This is an optimization exercise on Yosys and OpenROAD, whose aim is small area, not a production implementation. In this exercise RTL edits were held to simulation tests only and were not proved equivalent to the original.

Setup of v6:
Design eeg_filter_chain, start of the top module:
module eeg_filter_chain(
    input                   clk,
    input                   rst,
    input                   en,
    input   signed [31:0]   in_signal,
    output  signed [31:0]   out_signal,
    output                  valid
    );
For scale: roughly 8000 cells after synthesis, about 5100 flip-flops, roughly 150000 um^2 of cells after synthesis.
export LEC_CHECK = 0
export CAP_MARGIN = 20
export CORE_MARGIN = 2
export CORE_UTILIZATION = 60
export PLACE_DENSITY = 0.7
export SLEW_MARGIN = 20
export SYNTH_HIERARCHICAL = 1
export SYNTH_MINIMUM_KEEP_SIZE = 0
create_clock -name core_clock -period 18.0 [get_ports {clk}]
standard.sh (not shown) runs the stock make flow with config.mk's settings and CLKGATE_MAP_FILE= SYNTH_SCRIPT=/design/flow/synth_recipe.tcl, a recipe that flattens the netlist after the stock synthesis.
==> flow/flow/run.sh <==
#!/bin/bash
# Own flow: the standard layout (standard.sh: unchanged synthesis and
# steps) with two settings passed through the environment:
#  - clock-tree synthesis without dummy loads, with clkbuf_8 buffers in
#    clusters of at most 18 flip-flops;
#  - port buffers of the smallest buffer cell.
set -euo pipefail
export CTS_ARGS="-sink_clustering_enable -repair_clock_nets -dont_use_dummy_load -buf_list sky130_fd_sc_hd__clkbuf_8 -sink_clustering_size 18 -sink_clustering_max_diameter 60"
export BUFFER_PORTS_ARGS="-buffer_cell sky130_fd_sc_hd__buf_1"
bash standard.sh > standard_make.log 2>&1
Both conditions hold for v6: the flow ran to the end and the final layout passed the timing, design-rule and antenna checks.
> inputs changed (v6 -> v7)
# v6
export LEC_CHECK = 0
export CAP_MARGIN = 20
export CORE_MARGIN = 2
export CORE_UTILIZATION = 60
export PLACE_DENSITY = 0.7
export SLEW_MARGIN = 20
export SYNTH_HIERARCHICAL = 1
export SYNTH_MINIMUM_KEEP_SIZE = 0
create_clock -name core_clock -period 18.0 [get_ports {clk}]
# v7
export LEC_CHECK = 0
export CAP_MARGIN = 20
export CORE_MARGIN = 2
export CORE_UTILIZATION = 40
export PLACE_DENSITY = 0.55
export SLEW_MARGIN = 20
export SYNTH_HIERARCHICAL = 1
export SYNTH_MINIMUM_KEEP_SIZE = 0
create_clock -name core_clock -period 18.0 [get_ports {clk}]
==> notes.md <==
v7 closes out successfully: all stages finished, all timing, DRC and antenna checks passed.
Diff v6 -> v7: worst setup slack rose by 0.30 ns, worst hold slack rose by 0.042 ns, final period utilization fell by 1.6 points, via count rose by about 0.7%.
v7 falls short of v6 in total wirelength of the detailed-routed design.
| shortest period the worst path allows | lower: v7 |
Looking at setup slack after placement, v7 sits 0.098 ns above v6.
| share of post-route cells with drive strength above 1 | lower: v6 |

---

before:
Another version of the RTL of eeg_filter_chain (not shown whole).
Size in the first run: about 68 I/O pins, roughly 150000 sq um of cells after synthesis.
Settings: LEC_CHECK=0, CAP_MARGIN=20, CORE_MARGIN=2, CORE_UTILIZATION=40, PLACE_DENSITY=0.55, SLEW_MARGIN=20, SYNTH_HIERARCHICAL=1, SYNTH_MINIMUM_KEEP_SIZE=0; clock period 18.0 ns.
==> flow/flow/run.sh <==
#!/bin/bash
# Own flow: the standard layout (standard.sh, unchanged synthesis and
# steps), with clock-tree synthesis run without dummy loads and with
# mid-size clock buffers in clusters of at most 18 flip-flops.
set -euo pipefail
export CTS_ARGS="-sink_clustering_enable -repair_clock_nets -dont_use_dummy_load -buf_list sky130_fd_sc_hd__clkbuf_8 -sink_clustering_size 18 -sink_clustering_max_diameter 60"
bash standard.sh > standard_make.log 2>&1
Input-level comparison between after and before:
==> flow/run.sh (new file) <==
#!/bin/bash
# synth_recipe.tcl (not shown) runs the flow's synth.tcl, then flattens the netlist and writes it again
# the make line also repeats each setting of config.mk as NAME=value (left out here)
make -C /OpenROAD-flow-scripts/flow DESIGN_CONFIG=/design/flow/config.mk WORK_HOME=/design/flow/orfs CLKGATE_MAP_FILE= SYNTH_SCRIPT=/design/flow/synth_recipe.tcl finish
removed: flow/flow/run.sh
removed: flow/standard.sh
Notes after the runs:
- after went all the way through synthesis, placement and routing and the layout is clean on timing, DRC and antenna.
- Delta (after minus before): post-detailed-route via-to-cell ratio decreased by about 1% relative to the old numbers; total number of vias now sits higher.

---

eeg_filter_chain, a different RTL version from the one above (not shown whole).
For scale: ~7,900 cells after synthesis, ~68 I/O pins, ~0.15 mm2 of cells after synthesis.
==> flow/design.v (excerpt) <==
module eeg_filter_chain(
    input                   clk,
    input                   rst,
    input                   en,
    input   signed [31:0]   in_signal,
    output  signed [31:0]   out_signal,
    output                  valid
    );
Settings: LEC_CHECK=0, CAP_MARGIN=20, CORE_MARGIN=2, CORE_UTILIZATION=60, PLACE_DENSITY=0.7, SLEW_MARGIN=20, SYNTH_HIERARCHICAL=1, SYNTH_MINIMUM_KEEP_SIZE=0; clock period 18.0 ns.
==> flow/flow/run.sh <==
#!/bin/bash
# Own flow: the standard layout (standard.sh: unchanged synthesis and
# steps) with two settings passed through the environment:
#  - clock-tree synthesis without dummy loads, with clkbuf_4 buffers in
#    clusters of at most 11 flip-flops;
#  - port buffers of the smallest buffer cell.
set -euo pipefail
export CTS_ARGS="-sink_clustering_enable -repair_clock_nets -dont_use_dummy_load -buf_list sky130_fd_sc_hd__clkbuf_4 -sink_clustering_size 11 -sink_clustering_max_diameter 40"
export BUFFER_PORTS_ARGS="-buffer_cell sky130_fd_sc_hd__buf_1"
bash standard.sh > standard_make.log 2>&1
Next try:
==> flow/flow/run.sh (replaced) <==
#!/bin/bash
# Own flow: the standard layout (standard.sh: unchanged synthesis and
# steps) with two settings passed through the environment:
#  - clock-tree synthesis without dummy loads, with clkbuf_4 buffers in
#    clusters of at most 12 flip-flops;
#  - port buffers of the smallest buffer cell.
set -euo pipefail
export CTS_ARGS="-sink_clustering_enable -repair_clock_nets -dont_use_dummy_load -buf_list sky130_fd_sc_hd__clkbuf_4 -sink_clustering_size 12 -sink_clustering_max_diameter 40"
export BUFFER_PORTS_ARGS="-buffer_cell sky130_fd_sc_hd__buf_1"
bash standard.sh > standard_make.log 2>&1
Effect: Wire length hardly moves; final area hardly moves; worst setup slack improved by 39 ps; maximum frequency stays flat.
Next try:
==> flow/flow/run.sh (replaced) <==
#!/bin/bash
# Own flow: the standard layout (standard.sh: unchanged synthesis and
# steps) with two settings passed through the environment:
#  - clock-tree synthesis without dummy loads, with clkbuf_8 buffers in
#    clusters of at most 18 flip-flops;
#  - port buffers of the smallest buffer cell.
set -euo pipefail
export CTS_ARGS="-sink_clustering_enable -repair_clock_nets -dont_use_dummy_load -buf_list sky130_fd_sc_hd__clkbuf_8 -sink_clustering_size 18 -sink_clustering_max_diameter 60"
export BUFFER_PORTS_ARGS="-buffer_cell sky130_fd_sc_hd__buf_1"
bash standard.sh > standard_make.log 2>&1
Sequential share of layout area went down by 0.32 points. Clock skew decreases by 53 ps. Final area came out higher slightly. Via count is lower by a few percent. Worst setup slack gets better by 36 ps.

-- separate check: timing with driven ports --
No port has a modelled driver above. Below, the same layouts with a new extraction and two added sets of constraints.
Step 1 assumes that a clkbuf_16 drives the clock port and a buf_2 every other input.
Step 2 adds t to the input delays and takes it off the output delays; t is the mean of the earliest and latest rising clock arrival at the registers after step 1. Input paths then give back, and output paths get back, about the clock's delay inside the block.
a / b / c = ideal / step 1 / step 2; a / b = the first two.
run	t, ns	slack for setup (ns)	hold WS [ns]
v6	1.089	2.034 / 2.034 / 2.034	0.221 / 0.221 / 0.221
v7	1.100	2.331 / 2.331 / 2.331	0.264 / 0.264 / 0.264
before	1.062	3.537 / 3.537 / 3.337	0.246 / 0.246 / 0.246
after	1.016	3.477 / 3.477 / 3.282	0.223 / 0.223 / 0.223
the first run of note 3	1.367	1.606 / 1.606 / 1.606	0.219 / 0.219 / 0.219
the second run of note 3	1.361	1.645 / 1.645 / 1.645	0.204 / 0.204 / 0.204
the third run of note 3	1.089	1.681 / 1.681 / 1.681	0.251 / 0.251 / 0.251
After both steps setup and hold are still met in every run listed. For before, which loses most, drivers alone change the setup slack by 0.000 ns; drivers and shift together by -0.200 ns.
